From an optimization exercise on the open Yosys and OpenROAD flow, aimed at small area and a short achievable clock period; shortcuts taken in it are not production practice. In this exercise RTL edits were held to simulation tests only and were not proved equivalent to the original. Power and IR drop assume default switching activity.

==> inputs of build 10 <==
Design core, start of the top module:
module core (
  input  logic        clk_i,
  input  logic        rst_ni,
  output logic        instr_req_o,
  input  logic        instr_gnt_i,
  input  logic        instr_rvalid_i,
  output logic [31:0] instr_addr_o,
  input  logic [31:0] instr_rdata_i,
  output logic        data_req_o,
  input  logic        data_gnt_i,
  input  logic        data_rvalid_i,
  output logic        data_we_o,
  output logic [3:0]  data_be_o,
  output logic [31:0] data_addr_o,
  output logic [31:0] data_wdata_o,
  input  logic [31:0] data_rdata_i,
  input  logic [31:0] irq_i,
  output logic        irq_ack_o,
  output logic [4:0]  irq_id_o,
  input  logic        fetch_enable_i,
  input  logic [31:0] boot_addr_i
);
clock: 8.0 ns
lec_check: 0
cap_margin: 20
core_margin: 2
core_utilization: 55
cts_cluster_diameter: 70
cts_cluster_size: 27
setup_slack_margin: 4.8
slew_margin: 20
tns_end_percent: 100
run.sh (not shown) runs the stock make flow with config.mk's settings and CLKGATE_MAP_FILE= SYNTH_SCRIPT=/design/flow/synth_recipe.tcl, a recipe that flattens the netlist after the stock synthesis.
==> inputs of trial 61, as changes to build 10 <==
--- a/flow/design.v
+++ b/flow/design.v
@@ -206,23 +206,24 @@
   assign irq_ack_o   = 1'b0;
   assign irq_id_o    = 5'b0;
   logic [31:0] alu_res;      
   logic [31:0] pc_q;         
   logic [31:0] id_pc_q;      
   logic [31:0] id_instr_q;   
   logic [6:0]  id_cls_q;     
-  logic [31:1] id_rs1_oh_q;  
-  logic [31:1] id_rs2_oh_q;
   logic [31:0] ex_op_a_q, ex_op_b_q;
   logic [31:0] ex_x_q;       
   logic [4:0]  ex_dest_q;
   logic        ex_reg_we_q, ex_load_q, ex_mem_we_q, ex_beq_q, ex_bne_q;
   logic        ex_add_q, ex_sub_q, ex_xor_q, ex_and_q, ex_or_q, ex_sll_q, ex_srl_q;
-  logic        ex_hold_a_q, ex_hold_b_q;           
+  logic        ex_hold_a_q, ex_hold_b_q;
+  logic [3:0]  ex_sh0_q, ex_sh1_q;    
+  logic [1:0]  ex_sh2_q;              
   logic        stall_q;                            
+  logic        stall_id;                           
   logic [31:0] mem_alu_q, mem_x_q;
   logic [4:0]  mem_dest_q;
   logic        mem_reg_we_q, mem_load_q, mem_we_q;
   logic        taken_q;                            
   logic [31:0] wb_val_q;
   logic [4:0]  wb_dest_q;
   logic        wb_we_q;
@@ -242,17 +243,34 @@
       logic [31:0] r;
       always_ff @(posedge clk_i) begin
         if (rf_wsel[gi]) r <= wb_val_q;
       end
       assign rf_q[gi] = r;
     end
   endgenerate
+  logic [31:1] rf_valid_d;
+  assign rf_valid_d = rf_valid_q | rf_wsel[31:1];
   always_ff @(posedge clk_i or negedge rst_ni) begin
     if (~rst_ni) rf_valid_q <= '0;
-    else         rf_valid_q <= rf_valid_q | rf_wsel[31:1];
+    else         rf_valid_q <= rf_valid_d;
+  end
+  logic [31:1] rd_sel1_q, rd_sel2_q;
+  logic [4:0]  nx_rs1, nx_rs2;
+  assign nx_rs1 = stall_id ? id_instr_q[19:15] : instr_rdata_i[19:15];
+  assign nx_rs2 = stall_id ? id_instr_q[24:20] : instr_rdata_i[24:20];
+  always_ff @(posedge clk_i or negedge rst_ni) begin
+    if (~rst_ni) begin
+      rd_sel1_q <= '0;
+      rd_sel2_q <= '0;
+    end else begin
+      for (int i = 1; i < 32; i++) begin
+        rd_sel1_q[i] <= (nx_rs1 == i) && rf_valid_d[i];
+        rd_sel2_q[i] <= (nx_rs2 == i) && rf_valid_d[i];
+      end
+    end
   end
   logic [31:0] I;
   logic [2:0]  f3;
   logic [4:0]  rs1, rs2, rd;
   assign I   = id_instr_q;
   assign f3  = I[14:12];
   assign rs1 = I[19:15];
@@ -293,16 +311,16 @@
     end
   end
   logic [31:0] rf_a, rf_b;
   always_comb begin
     rf_a = 32'b0;
     rf_b = 32'b0;
     for (int i = 1; i < 32; i++) begin
-      if (id_rs1_oh_q[i] && rf_valid_q[i]) rf_a = rf_a | rf_q[i];
-      if (id_rs2_oh_q[i] && rf_valid_q[i]) rf_b = rf_b | rf_q[i];
+      if (rd_sel1_q[i]) rf_a = rf_a | rf_q[i];
+      if (rd_sel2_q[i]) rf_b = rf_b | rf_q[i];
     end
     if (wb_we_q && wb_dest_q == rs1) rf_a = wb_val_q;
     if (wb_we_q && wb_dest_q == rs2) rf_b = wb_val_q;
   end
   logic ex_hit1, ex_hit2, mem_hit1, mem_hit2;
   assign ex_hit1  = (rs1 == ex_dest_q)  && ex_reg_we_q  && (ex_dest_q  != 5'd0);
   assign ex_hit2  = (rs2 == ex_dest_q)  && ex_reg_we_q  && (ex_dest_q  != 5'd0);
@@ -310,17 +328,27 @@
   assign mem_hit2 = (rs2 == mem_dest_q) && mem_reg_we_q && (mem_dest_q != 5'd0);
   logic [31:0] jal_off, jalr_off, br_off, br_tgt, jal_tgt, jalr_m_tgt, jalr_r_tgt;
   assign jal_off    = {{13{I[31]}}, I[19:12], I[20], I[30:21]};
   assign jalr_off   = {{20{I[31]}}, I[31:20]};
   assign br_off     = {{21{I[31]}}, I[7], I[30:25], I[11:8]};
   assign br_tgt     = id_pc_q + br_off;
   assign jal_tgt    = id_pc_q + jal_off;
-  assign jalr_m_tgt = mem_alu_q + jalr_off;
+  logic [12:0] jalr_lo;
+  logic [19:0] jalr_hi, jalr_hi_p, jalr_hi_m;
+  assign jalr_lo = {1'b0, mem_alu_q[11:0]} + {1'b0, jalr_off[11:0]};
+  assign jalr_hi = mem_alu_q[31:12];
+  always_comb begin
+    for (int k = 0; k < 20; k++) begin
+      jalr_hi_p[k] = jalr_hi[k] ^ (&(jalr_hi | (20'hFFFFF << k)));    
+      jalr_hi_m[k] = jalr_hi[k] ^ ~(|(jalr_hi & ~(20'hFFFFF << k)));   
+    end
+  end
+  assign jalr_m_tgt = {(I[31] == jalr_lo[12]) ? jalr_hi : jalr_lo[12] ? jalr_hi_p : jalr_hi_m,
+                       jalr_lo[11:0]};
   assign jalr_r_tgt = {27'b0, rs1} + jalr_off;
-  logic stall_id;
   assign stall_id = (ex_hit1 && is_jalr) || stall_q;
   logic [31:0] pc_d;
   logic [6:0]  if_opc;
   logic [6:0]  if_cls;
   assign if_opc = instr_rdata_i[6:0];
   assign if_cls = {if_opc == 7'h6F, if_opc == 7'h67, if_opc == 7'h63, if_opc == 7'h03,
                    if_opc == 7'h23, if_opc == 7'h13, if_opc == 7'h33};
@@ -339,18 +367,14 @@
       id_cls_q <= if_cls;
     end
   end
   always_ff @(posedge clk_i) begin
     if (!stall_id) begin
       id_pc_q          <= pc_q;
       id_instr_q       <= instr_rdata_i;
-      for (int i = 1; i < 32; i++) begin
-        id_rs1_oh_q[i] <= (instr_rdata_i[19:15] == i);
-        id_rs2_oh_q[i] <= (instr_rdata_i[24:20] == i);
-      end
     end
   end
   assign instr_addr_o = pc_q;
   logic ld_ex;       
   assign ld_ex = ex_load_q;
   logic stall_next, fm_a, fw_a, fm_b, fw_b;
   assign stall_next = (ex_hit1 || ex_hit2) && ld_ex;
@@ -358,14 +382,29 @@
   assign fw_a = !(ex_hit1 && a_reg) && mem_hit1 && a_reg && !stall_next;
   assign fm_b = ex_hit2 && b_reg && !stall_next;
   assign fw_b = !(ex_hit2 && b_reg) && mem_hit2 && a_reg && !stall_next;
   logic [31:0] mem_wb_val;     
   logic [31:0] raw_a, raw_b;
   assign raw_a = a_pc ? id_pc_q : rf_a;
   assign raw_b = b_reg ? rf_b : imm;
+  logic [31:0] b_next;
+  assign b_next = ({32{fm_b}} & alu_res) | ({32{fw_b}} & mem_wb_val) | ({32{!fm_b && !fw_b}} & raw_b);
+  always_ff @(posedge clk_i) begin
+    if (stall_q) begin
+      if (ex_hold_b_q) begin
+        ex_sh0_q <= 4'b1 << data_rdata_i[1:0];
+        ex_sh1_q <= 4'b1 << data_rdata_i[3:2];
+        ex_sh2_q <= 2'b1 << data_rdata_i[4];
+      end
+    end else begin
+      ex_sh0_q <= 4'b1 << b_next[1:0];
+      ex_sh1_q <= 4'b1 << b_next[3:2];
+      ex_sh2_q <= 2'b1 << b_next[4];
+    end
+  end
   always_ff @(posedge clk_i) begin
     if (stall_q) begin
       if (ex_hold_a_q) ex_op_a_q <= data_rdata_i;
       if (ex_hold_b_q) ex_op_b_q <= data_rdata_i ^ {32{ex_sub_q}};
     end else begin
       ex_op_a_q  <= ({32{fm_a}} & alu_res) | ({32{fw_a}} & mem_wb_val)
                   | ({32{!fm_a && !fw_a}} & raw_a);
@@ -410,27 +449,38 @@
   logic [31:0] alu_a, alu_b;
   assign alu_a = ex_op_a_q;
   assign alu_b = ex_op_b_q;    
   logic [31:0] sum;
   ks_add #(.W(32)) u_add (.a(alu_a), .b(alu_b), .cin(ex_sub_q), .sum(sum));
   logic squash_ex;
   assign squash_ex = taken_q | stall_q;
+  logic [31:0] sll1, sll2, sll_res, srl1, srl2, srl_res;
+  assign sll1 = ({32{ex_sh0_q[0]}} & alu_a)        | ({32{ex_sh0_q[1]}} & (alu_a << 1))
+              | ({32{ex_sh0_q[2]}} & (alu_a << 2)) | ({32{ex_sh0_q[3]}} & (alu_a << 3));
+  assign sll2 = ({32{ex_sh1_q[0]}} & sll1)         | ({32{ex_sh1_q[1]}} & (sll1 << 4))
+              | ({32{ex_sh1_q[2]}} & (sll1 << 8))  | ({32{ex_sh1_q[3]}} & (sll1 << 12));
+  assign sll_res = ({32{ex_sh2_q[0]}} & sll2)      | ({32{ex_sh2_q[1]}} & (sll2 << 16));
+  assign srl1 = ({32{ex_sh0_q[0]}} & alu_a)        | ({32{ex_sh0_q[1]}} & (alu_a >> 1))
+              | ({32{ex_sh0_q[2]}} & (alu_a >> 2)) | ({32{ex_sh0_q[3]}} & (alu_a >> 3));
+  assign srl2 = ({32{ex_sh1_q[0]}} & srl1)         | ({32{ex_sh1_q[1]}} & (srl1 >> 4))
+              | ({32{ex_sh1_q[2]}} & (srl1 >> 8))  | ({32{ex_sh1_q[3]}} & (srl1 >> 12));
+  assign srl_res = ({32{ex_sh2_q[0]}} & srl2)      | ({32{ex_sh2_q[1]}} & (srl2 >> 16));
   logic r_arith, r_xor, r_and, r_or, r_sll, r_srl;
   assign r_arith = (ex_add_q | ex_sub_q) & ~squash_ex;
   assign r_xor   = ex_xor_q & ~squash_ex;
   assign r_and   = ex_and_q & ~squash_ex;
   assign r_or    = ex_or_q  & ~squash_ex;
   assign r_sll   = ex_sll_q & ~squash_ex;
   assign r_srl   = ex_srl_q & ~squash_ex;
   assign alu_res = ({32{r_arith}} & sum)
                  | ({32{r_xor}} & (alu_a ^ alu_b))
                  | ({32{r_and}} & (alu_a & alu_b))
                  | ({32{r_or}}  & (alu_a | alu_b))
-                 | ({32{r_sll}} & (alu_a << alu_b[4:0]))
-                 | ({32{r_srl}} & (alu_a >> alu_b[4:0]));
+                 | ({32{r_sll}} & sll_res)
+                 | ({32{r_srl}} & srl_res);
   logic eq;
   assign eq = &(alu_a ^ alu_b);
   always_ff @(posedge clk_i or negedge rst_ni) begin
     if (~rst_ni) begin
       mem_alu_q    <= '0;
       mem_reg_we_q <= 1'b0;
       mem_load_q   <= 1'b0;
==> flow/flow/run.sh (new file) <==
#!/bin/bash
# The standard layout (the standard.sh, unchanged synthesis, floorplan, power grid,
# placement, CTS and routing), with one change: the buffers that buffer_ports puts on every
# input and output port are sky130_fd_sc_hd__buf_2 instead of the default choice.
set -euo pipefail
bash standard.sh 'BUFFER_PORTS_ARGS=-buffer_cell sky130_fd_sc_hd__buf_2' finish > standard.log 2>&1
==> flow/standard.sh (new file) <==
#!/bin/bash
# synth_recipe.tcl (not shown) runs the flow's synth.tcl, then flattens the netlist and writes it again
# the make line also repeats each setting of config.mk as NAME=value (left out here)
make -C /OpenROAD-flow-scripts/flow DESIGN_CONFIG=/design/flow/config.mk WORK_HOME=/design/flow/orfs CLKGATE_MAP_FILE= SYNTH_SCRIPT=/design/flow/synth_recipe.tcl "${@:-finish}"
removed: flow/run.sh
==> notes <==
In build 10 the register-to-register slack is higher than in trial 61, by 0.09 ns. In trial 61 the clock-buffer cell count is lower than in build 10, by 1. Build 10 went through all stages and came out clean. Trial 61 ran to the end with no violations. In first-iteration DRC count, build 10 and trial 61 hardly differ. Final cell count: trial 61 is lower than build 10 (2.8%). Against trial 61, the core utilization of build 10 is higher by 1.3 points. Of trial 61 and build 10, trial 61 has the higher sequential share of layout area (gap 2.0 points). Against trial 61, the non-clock buffer count of build 10 is higher by 94. Critical path depth is the same in build 10 and trial 61. In trial 61 the clock skew is lower than in build 10, by 0.025 ns. Against trial 61, the via count of build 10 is larger by about 3%.

========
==> inputs of run K <==
core, a different RTL version from the one above (not shown whole).
clock: 8.0 ns
lec_check: 0
cap_margin: 20
core_margin: 2
core_utilization: 55
setup_slack_margin: 4.3
slew_margin: 20
tns_end_percent: 100
Stock flow here: none of the scripts above is used.
==> run E (differences from run K) <==
--- a/flow/design.v
+++ b/flow/design.v
@@ -211,30 +211,34 @@
   logic [31:0] id_instr_q;   
   logic [6:0]  id_cls_q;     
   logic [31:0] ex_op_a_q, ex_op_b_q;
   logic [31:0] ex_x_q;       
   logic [4:0]  ex_dest_q;
   logic        ex_reg_we_q, ex_load_q, ex_mem_we_q, ex_beq_q, ex_bne_q;
   logic        ex_add_q, ex_sub_q, ex_xor_q, ex_and_q, ex_or_q, ex_sll_q, ex_srl_q;
-  logic        ex_hold_a_q, ex_hold_b_q;           
+  logic        ex_hold_a_q, ex_hold_b_q;
+  logic [3:0]  ex_sh0_q, ex_sh1_q;    
+  logic [1:0]  ex_sh2_q;              
   logic        stall_q;                            
   logic [31:0] mem_alu_q, mem_x_q;
   logic [4:0]  mem_dest_q;
   logic        mem_reg_we_q, mem_load_q, mem_we_q;
   logic        taken_q;                            
   logic [31:0] wb_val_q;
   logic [4:0]  wb_dest_q;
   logic        wb_we_q;
   logic [31:1] rf_valid_q;
   logic [31:0] rf_q [32];
-  logic [31:0] rf_wsel;
+  logic [31:0] rf_wsel;      
+  logic [31:1] rf_wsel_q;
   assign rf_q[0] = 32'b0;
-  always_comb begin
-    rf_wsel = 32'b0;
-    if (wb_we_q) rf_wsel[wb_dest_q] = 1'b1;
+  assign rf_wsel = {rf_wsel_q, 1'b0};
+  always_ff @(posedge clk_i or negedge rst_ni) begin
+    if (~rst_ni) rf_wsel_q <= '0;
+    else for (int i = 1; i < 32; i++) rf_wsel_q[i] <= mem_reg_we_q && (mem_dest_q == i);
   end
   generate
     genvar gi;
     for (gi = 1; gi < 32; gi++) begin : g_rf
       logic [31:0] r;
       always_ff @(posedge clk_i) begin
         if (rf_wsel[gi]) r <= wb_val_q;
@@ -350,14 +354,29 @@
   assign fw_a = !(ex_hit1 && a_reg) && mem_hit1 && a_reg && !stall_next;
   assign fm_b = ex_hit2 && b_reg && !stall_next;
   assign fw_b = !(ex_hit2 && b_reg) && mem_hit2 && a_reg && !stall_next;
   logic [31:0] mem_wb_val;     
   logic [31:0] raw_a, raw_b;
   assign raw_a = a_pc ? id_pc_q : rf_a;
   assign raw_b = b_reg ? rf_b : imm;
+  logic [31:0] b_next;
+  assign b_next = ({32{fm_b}} & alu_res) | ({32{fw_b}} & mem_wb_val) | ({32{!fm_b && !fw_b}} & raw_b);
+  always_ff @(posedge clk_i) begin
+    if (stall_q) begin
+      if (ex_hold_b_q) begin
+        ex_sh0_q <= 4'b1 << data_rdata_i[1:0];
+        ex_sh1_q <= 4'b1 << data_rdata_i[3:2];
+        ex_sh2_q <= 2'b1 << data_rdata_i[4];
+      end
+    end else begin
+      ex_sh0_q <= 4'b1 << b_next[1:0];
+      ex_sh1_q <= 4'b1 << b_next[3:2];
+      ex_sh2_q <= 2'b1 << b_next[4];
+    end
+  end
   always_ff @(posedge clk_i) begin
     if (stall_q) begin
       if (ex_hold_a_q) ex_op_a_q <= data_rdata_i;
       if (ex_hold_b_q) ex_op_b_q <= data_rdata_i ^ {32{ex_sub_q}};
     end else begin
       ex_op_a_q  <= ({32{fm_a}} & alu_res) | ({32{fw_a}} & mem_wb_val)
                   | ({32{!fm_a && !fw_a}} & raw_a);
@@ -402,27 +421,38 @@
   logic [31:0] alu_a, alu_b;
   assign alu_a = ex_op_a_q;
   assign alu_b = ex_op_b_q;    
   logic [31:0] sum;
   ks_add #(.W(32)) u_add (.a(alu_a), .b(alu_b), .cin(ex_sub_q), .sum(sum));
   logic squash_ex;
   assign squash_ex = taken_q | stall_q;
+  logic [31:0] sll1, sll2, sll_res, srl1, srl2, srl_res;
+  assign sll1 = ({32{ex_sh0_q[0]}} & alu_a)        | ({32{ex_sh0_q[1]}} & (alu_a << 1))
+              | ({32{ex_sh0_q[2]}} & (alu_a << 2)) | ({32{ex_sh0_q[3]}} & (alu_a << 3));
+  assign sll2 = ({32{ex_sh1_q[0]}} & sll1)         | ({32{ex_sh1_q[1]}} & (sll1 << 4))
+              | ({32{ex_sh1_q[2]}} & (sll1 << 8))  | ({32{ex_sh1_q[3]}} & (sll1 << 12));
+  assign sll_res = ({32{ex_sh2_q[0]}} & sll2)      | ({32{ex_sh2_q[1]}} & (sll2 << 16));
+  assign srl1 = ({32{ex_sh0_q[0]}} & alu_a)        | ({32{ex_sh0_q[1]}} & (alu_a >> 1))
+              | ({32{ex_sh0_q[2]}} & (alu_a >> 2)) | ({32{ex_sh0_q[3]}} & (alu_a >> 3));
+  assign srl2 = ({32{ex_sh1_q[0]}} & srl1)         | ({32{ex_sh1_q[1]}} & (srl1 >> 4))
+              | ({32{ex_sh1_q[2]}} & (srl1 >> 8))  | ({32{ex_sh1_q[3]}} & (srl1 >> 12));
+  assign srl_res = ({32{ex_sh2_q[0]}} & srl2)      | ({32{ex_sh2_q[1]}} & (srl2 >> 16));
   logic r_arith, r_xor, r_and, r_or, r_sll, r_srl;
   assign r_arith = (ex_add_q | ex_sub_q) & ~squash_ex;
   assign r_xor   = ex_xor_q & ~squash_ex;
   assign r_and   = ex_and_q & ~squash_ex;
   assign r_or    = ex_or_q  & ~squash_ex;
   assign r_sll   = ex_sll_q & ~squash_ex;
   assign r_srl   = ex_srl_q & ~squash_ex;
   assign alu_res = ({32{r_arith}} & sum)
                  | ({32{r_xor}} & (alu_a ^ alu_b))
                  | ({32{r_and}} & (alu_a & alu_b))
                  | ({32{r_or}}  & (alu_a | alu_b))
-                 | ({32{r_sll}} & (alu_a << alu_b[4:0]))
-                 | ({32{r_srl}} & (alu_a >> alu_b[4:0]));
+                 | ({32{r_sll}} & sll_res)
+                 | ({32{r_srl}} & srl_res);
   logic eq;
   assign eq = &(alu_a ^ alu_b);
   always_ff @(posedge clk_i or negedge rst_ni) begin
     if (~rst_ni) begin
       mem_alu_q    <= '0;
       mem_reg_we_q <= 1'b0;
       mem_load_q   <= 1'b0;
==> flow/flow/run.sh (new file) <==
#!/bin/bash
# The standard layout (the standard.sh, unchanged synthesis, floorplan, power grid,
# placement, CTS and routing), with one change: the buffers that buffer_ports puts on every
# input and output port are sky130_fd_sc_hd__buf_2 instead of the default choice.
set -euo pipefail
bash standard.sh 'BUFFER_PORTS_ARGS=-buffer_cell sky130_fd_sc_hd__buf_2' finish > standard.log 2>&1
==> flow/standard.sh (new file) <==
#!/bin/bash
# synth_recipe.tcl (not shown) runs the flow's synth.tcl, then flattens the netlist and writes it again
# the make line also repeats each setting of config.mk as NAME=value (left out here)
make -C /OpenROAD-flow-scripts/flow DESIGN_CONFIG=/design/flow/config.mk WORK_HOME=/design/flow/orfs CLKGATE_MAP_FILE= SYNTH_SCRIPT=/design/flow/synth_recipe.tcl "${@:-finish}"
==> flow/config.mk (replaced) <==
export PLATFORM = sky130hd
export DESIGN_NAME = core
export DESIGN_NICKNAME = core
export VERILOG_FILES = /design/flow/design.v
export SDC_FILE = /design/flow/constraint.sdc
export NUM_CORES = 4
export LEC_CHECK = 0
export CAP_MARGIN = 20
export CORE_MARGIN = 2
export CORE_UTILIZATION = 50
export CTS_CLUSTER_DIAMETER = 70
export CTS_CLUSTER_SIZE = 27
export SETUP_SLACK_MARGIN = 4.8
export SLEW_MARGIN = 20
export TNS_END_PERCENT = 100
removed: flow/run.sh
==> run F (differences from run K) <==
--- a/flow/design.v
+++ b/flow/design.v
@@ -206,35 +206,41 @@
   assign irq_ack_o   = 1'b0;
   assign irq_id_o    = 5'b0;
   logic [31:0] alu_res;      
   logic [31:0] pc_q;         
   logic [31:0] id_pc_q;      
   logic [31:0] id_instr_q;   
   logic [6:0]  id_cls_q;     
+  logic [31:1] id_rs1_oh_q;  
+  logic [31:1] id_rs2_oh_q;
   logic [31:0] ex_op_a_q, ex_op_b_q;
   logic [31:0] ex_x_q;       
   logic [4:0]  ex_dest_q;
   logic        ex_reg_we_q, ex_load_q, ex_mem_we_q, ex_beq_q, ex_bne_q;
   logic        ex_add_q, ex_sub_q, ex_xor_q, ex_and_q, ex_or_q, ex_sll_q, ex_srl_q;
-  logic        ex_hold_a_q, ex_hold_b_q;           
+  logic        ex_hold_a_q, ex_hold_b_q;
+  logic [3:0]  ex_sh0_q, ex_sh1_q;    
+  logic [1:0]  ex_sh2_q;              
   logic        stall_q;                            
   logic [31:0] mem_alu_q, mem_x_q;
   logic [4:0]  mem_dest_q;
   logic        mem_reg_we_q, mem_load_q, mem_we_q;
   logic        taken_q;                            
   logic [31:0] wb_val_q;
   logic [4:0]  wb_dest_q;
   logic        wb_we_q;
   logic [31:1] rf_valid_q;
   logic [31:0] rf_q [32];
-  logic [31:0] rf_wsel;
+  logic [31:0] rf_wsel;      
+  logic [31:1] rf_wsel_q;
   assign rf_q[0] = 32'b0;
-  always_comb begin
-    rf_wsel = 32'b0;
-    if (wb_we_q) rf_wsel[wb_dest_q] = 1'b1;
+  assign rf_wsel = {rf_wsel_q, 1'b0};
+  always_ff @(posedge clk_i or negedge rst_ni) begin
+    if (~rst_ni) rf_wsel_q <= '0;
+    else for (int i = 1; i < 32; i++) rf_wsel_q[i] <= mem_reg_we_q && (mem_dest_q == i);
   end
   generate
     genvar gi;
     for (gi = 1; gi < 32; gi++) begin : g_rf
       logic [31:0] r;
       always_ff @(posedge clk_i) begin
         if (rf_wsel[gi]) r <= wb_val_q;
@@ -289,16 +295,16 @@
     end
   end
   logic [31:0] rf_a, rf_b;
   always_comb begin
     rf_a = 32'b0;
     rf_b = 32'b0;
     for (int i = 1; i < 32; i++) begin
-      if (rs1 == i && rf_valid_q[i]) rf_a = rf_a | rf_q[i];
-      if (rs2 == i && rf_valid_q[i]) rf_b = rf_b | rf_q[i];
+      if (id_rs1_oh_q[i] && rf_valid_q[i]) rf_a = rf_a | rf_q[i];
+      if (id_rs2_oh_q[i] && rf_valid_q[i]) rf_b = rf_b | rf_q[i];
     end
     if (wb_we_q && wb_dest_q == rs1) rf_a = wb_val_q;
     if (wb_we_q && wb_dest_q == rs2) rf_b = wb_val_q;
   end
   logic ex_hit1, ex_hit2, mem_hit1, mem_hit2;
   assign ex_hit1  = (rs1 == ex_dest_q)  && ex_reg_we_q  && (ex_dest_q  != 5'd0);
   assign ex_hit2  = (rs2 == ex_dest_q)  && ex_reg_we_q  && (ex_dest_q  != 5'd0);
@@ -335,14 +341,18 @@
       id_cls_q <= if_cls;
     end
   end
   always_ff @(posedge clk_i) begin
     if (!stall_id) begin
       id_pc_q          <= pc_q;
       id_instr_q       <= instr_rdata_i;
+      for (int i = 1; i < 32; i++) begin
+        id_rs1_oh_q[i] <= (instr_rdata_i[19:15] == i);
+        id_rs2_oh_q[i] <= (instr_rdata_i[24:20] == i);
+      end
     end
   end
   assign instr_addr_o = pc_q;
   logic ld_ex;       
   assign ld_ex = ex_load_q;
   logic stall_next, fm_a, fw_a, fm_b, fw_b;
   assign stall_next = (ex_hit1 || ex_hit2) && ld_ex;
@@ -350,14 +360,29 @@
   assign fw_a = !(ex_hit1 && a_reg) && mem_hit1 && a_reg && !stall_next;
   assign fm_b = ex_hit2 && b_reg && !stall_next;
   assign fw_b = !(ex_hit2 && b_reg) && mem_hit2 && a_reg && !stall_next;
   logic [31:0] mem_wb_val;     
   logic [31:0] raw_a, raw_b;
   assign raw_a = a_pc ? id_pc_q : rf_a;
   assign raw_b = b_reg ? rf_b : imm;
+  logic [31:0] b_next;
+  assign b_next = ({32{fm_b}} & alu_res) | ({32{fw_b}} & mem_wb_val) | ({32{!fm_b && !fw_b}} & raw_b);
+  always_ff @(posedge clk_i) begin
+    if (stall_q) begin
+      if (ex_hold_b_q) begin
+        ex_sh0_q <= 4'b1 << data_rdata_i[1:0];
+        ex_sh1_q <= 4'b1 << data_rdata_i[3:2];
+        ex_sh2_q <= 2'b1 << data_rdata_i[4];
+      end
+    end else begin
+      ex_sh0_q <= 4'b1 << b_next[1:0];
+      ex_sh1_q <= 4'b1 << b_next[3:2];
+      ex_sh2_q <= 2'b1 << b_next[4];
+    end
+  end
   always_ff @(posedge clk_i) begin
     if (stall_q) begin
       if (ex_hold_a_q) ex_op_a_q <= data_rdata_i;
       if (ex_hold_b_q) ex_op_b_q <= data_rdata_i ^ {32{ex_sub_q}};
     end else begin
       ex_op_a_q  <= ({32{fm_a}} & alu_res) | ({32{fw_a}} & mem_wb_val)
                   | ({32{!fm_a && !fw_a}} & raw_a);
@@ -402,27 +427,38 @@
   logic [31:0] alu_a, alu_b;
   assign alu_a = ex_op_a_q;
   assign alu_b = ex_op_b_q;    
   logic [31:0] sum;
   ks_add #(.W(32)) u_add (.a(alu_a), .b(alu_b), .cin(ex_sub_q), .sum(sum));
   logic squash_ex;
   assign squash_ex = taken_q | stall_q;
+  logic [31:0] sll1, sll2, sll_res, srl1, srl2, srl_res;
+  assign sll1 = ({32{ex_sh0_q[0]}} & alu_a)        | ({32{ex_sh0_q[1]}} & (alu_a << 1))
+              | ({32{ex_sh0_q[2]}} & (alu_a << 2)) | ({32{ex_sh0_q[3]}} & (alu_a << 3));
+  assign sll2 = ({32{ex_sh1_q[0]}} & sll1)         | ({32{ex_sh1_q[1]}} & (sll1 << 4))
+              | ({32{ex_sh1_q[2]}} & (sll1 << 8))  | ({32{ex_sh1_q[3]}} & (sll1 << 12));
+  assign sll_res = ({32{ex_sh2_q[0]}} & sll2)      | ({32{ex_sh2_q[1]}} & (sll2 << 16));
+  assign srl1 = ({32{ex_sh0_q[0]}} & alu_a)        | ({32{ex_sh0_q[1]}} & (alu_a >> 1))
+              | ({32{ex_sh0_q[2]}} & (alu_a >> 2)) | ({32{ex_sh0_q[3]}} & (alu_a >> 3));
+  assign srl2 = ({32{ex_sh1_q[0]}} & srl1)         | ({32{ex_sh1_q[1]}} & (srl1 >> 4))
+              | ({32{ex_sh1_q[2]}} & (srl1 >> 8))  | ({32{ex_sh1_q[3]}} & (srl1 >> 12));
+  assign srl_res = ({32{ex_sh2_q[0]}} & srl2)      | ({32{ex_sh2_q[1]}} & (srl2 >> 16));
   logic r_arith, r_xor, r_and, r_or, r_sll, r_srl;
   assign r_arith = (ex_add_q | ex_sub_q) & ~squash_ex;
   assign r_xor   = ex_xor_q & ~squash_ex;
   assign r_and   = ex_and_q & ~squash_ex;
   assign r_or    = ex_or_q  & ~squash_ex;
   assign r_sll   = ex_sll_q & ~squash_ex;
   assign r_srl   = ex_srl_q & ~squash_ex;
   assign alu_res = ({32{r_arith}} & sum)
                  | ({32{r_xor}} & (alu_a ^ alu_b))
                  | ({32{r_and}} & (alu_a & alu_b))
                  | ({32{r_or}}  & (alu_a | alu_b))
-                 | ({32{r_sll}} & (alu_a << alu_b[4:0]))
-                 | ({32{r_srl}} & (alu_a >> alu_b[4:0]));
+                 | ({32{r_sll}} & sll_res)
+                 | ({32{r_srl}} & srl_res);
   logic eq;
   assign eq = &(alu_a ^ alu_b);
   always_ff @(posedge clk_i or negedge rst_ni) begin
     if (~rst_ni) begin
       mem_alu_q    <= '0;
       mem_reg_we_q <= 1'b0;
       mem_load_q   <= 1'b0;
==> flow/flow/run.sh (new file) <==
#!/bin/bash
# The standard layout (the standard.sh, unchanged synthesis, floorplan, power grid,
# placement, CTS and routing), with one change: the buffers that buffer_ports puts on every
# input and output port are sky130_fd_sc_hd__buf_2 instead of the default choice.
set -euo pipefail
bash standard.sh 'BUFFER_PORTS_ARGS=-buffer_cell sky130_fd_sc_hd__buf_2' finish > standard.log 2>&1
==> flow/standard.sh (new file) <==
#!/bin/bash
# synth_recipe.tcl (not shown) runs the flow's synth.tcl, then flattens the netlist and writes it again
# the make line also repeats each setting of config.mk as NAME=value (left out here)
make -C /OpenROAD-flow-scripts/flow DESIGN_CONFIG=/design/flow/config.mk WORK_HOME=/design/flow/orfs CLKGATE_MAP_FILE= SYNTH_SCRIPT=/design/flow/synth_recipe.tcl "${@:-finish}"
==> flow/config.mk (replaced) <==
export PLATFORM = sky130hd
export DESIGN_NAME = core
export DESIGN_NICKNAME = core
export VERILOG_FILES = /design/flow/design.v
export SDC_FILE = /design/flow/constraint.sdc
export NUM_CORES = 4
export LEC_CHECK = 0
export CAP_MARGIN = 20
export CORE_MARGIN = 2
export CORE_UTILIZATION = 50
export CTS_CLUSTER_DIAMETER = 70
export CTS_CLUSTER_SIZE = 27
export SETUP_SLACK_MARGIN = 4.8
export SLEW_MARGIN = 20
export TNS_END_PERCENT = 100
removed: flow/run.sh
==> run notes <==
|  | run K | run F | run E |
|---|---|---|---|
| Minimum hold slack | 0.340 ns | 0.328 ns | 0.340 ns |
| Summed instance area of the synthesized netlist | 0.0695 sq mm | 0.0715 sq mm | 0.0700 sq mm |
| Post-route cell area | 0.0829 sq mm | 0.0845 sq mm | 0.0879 sq mm |
| Die height | 360 um | 382 um | 378 um |
| Core box area | 0.126 sq mm | 0.142 sq mm | 0.139 sq mm |
| Final worst-path setup slack | 4.11 ns | 4.27 ns | 4.31 ns |
| Post-Synthesis Cells | 5890 | 6052 | 5884 |
| Number of ordinary and repair buffers in the finished layout | 581 | 617 | 931 |
| Reg-to-reg critical path startpoint | id_instr_q[20]$_DFFE_PP_ | rf_valid_q[28]$_DFF_PN0_ | rf_valid_q[4]$_DFF_PN0_ |
| Total number of multi-input combinational cells | 3980 | 3956 | 3893 |
| Antenna diodes | 23 | 19 | 26 |
| Fraction of area in non-clock buffers | 7.00% | 6.35% | 11.0% |
| Post-synthesis mux area share | 3.68% | 0.843% | 1.04% |
| Layout Utilization | 66.1% | 59.6% | 63.1% |
| Fraction of final layout cells with drive strength greater than 1 | 18.3% | 22.4% | 29.6% |
| Met1 Usage GRT | 60.4% | 55.7% | 57.1% |
| Die Outline Area | 0.129 sq mm | 0.146 sq mm | 0.143 sq mm |
| Share of cell area taken by multi-input logic gates | 36.7% | 35.8% | 36.1% |
| Routed vias/inst | 8.02 | 7.73 | 7.96 |
| Run status | timing/DRC/antenna clean | timing/DRC/antenna clean | timing/DRC/antenna clean |
| Non-filler cells in the finished layout | 7968 | 8290 | 8433 |
| Endpoint with the worst hold slack | mem_x_q[1]$_DFF_P_ | mem_x_q[29]$_DFF_P_ | mem_x_q[28]$_DFF_P_ |
| Detailed route wirelength on metal2 | 140000 um | 145000 um | 146000 um |
| Synth Area in Adders | 2.85% | 2.71% | 2.76% |
| Total clock network power | 7110 uW | 5930 uW | 5430 uW |

==> what the ideal ports hide <==
In the flow no input, the clock included, has a driving cell. The finished layouts below were timed again as built, in two steps. Step 1 sets driving cells, clkbuf_16 on the clock port and buf_2 on the other inputs (assumed; they add their load-dependent delay and slew). Step 2, shift: input delay + t, output delay - t, t = (earliest + latest rising clock arrival at the registers) / 2. This alone moves slack from input paths to output paths. Slacks: ideal / step 1 / step 2; pairs: ideal / step 1.
| run | t (ns) | slack for setup (ns) | worst hold slack (ns) |
|---|---|---|---|
| build 10 | 0.845 | 4.504 / 4.504 / 4.099 | 0.332 / 0.332 / 0.332 |
| trial 61 | 0.845 | 4.416 / 4.416 / 4.276 | 0.336 / 0.336 / 0.336 |
| run K | 0.882 | 4.106 / 4.106 / 4.106 | 0.340 / 0.340 / 0.340 |
| run E | 0.843 | 4.310 / 4.310 / 4.310 | 0.340 / 0.340 / 0.340 |
| run F | 0.838 | 4.268 / 4.268 / 4.253 | 0.328 / 0.328 / 0.328 |
After both steps setup and hold are still met in every run listed. For build 10, which loses most, drivers alone change the setup slack by 0.000 ns; drivers and shift together by -0.405 ns.
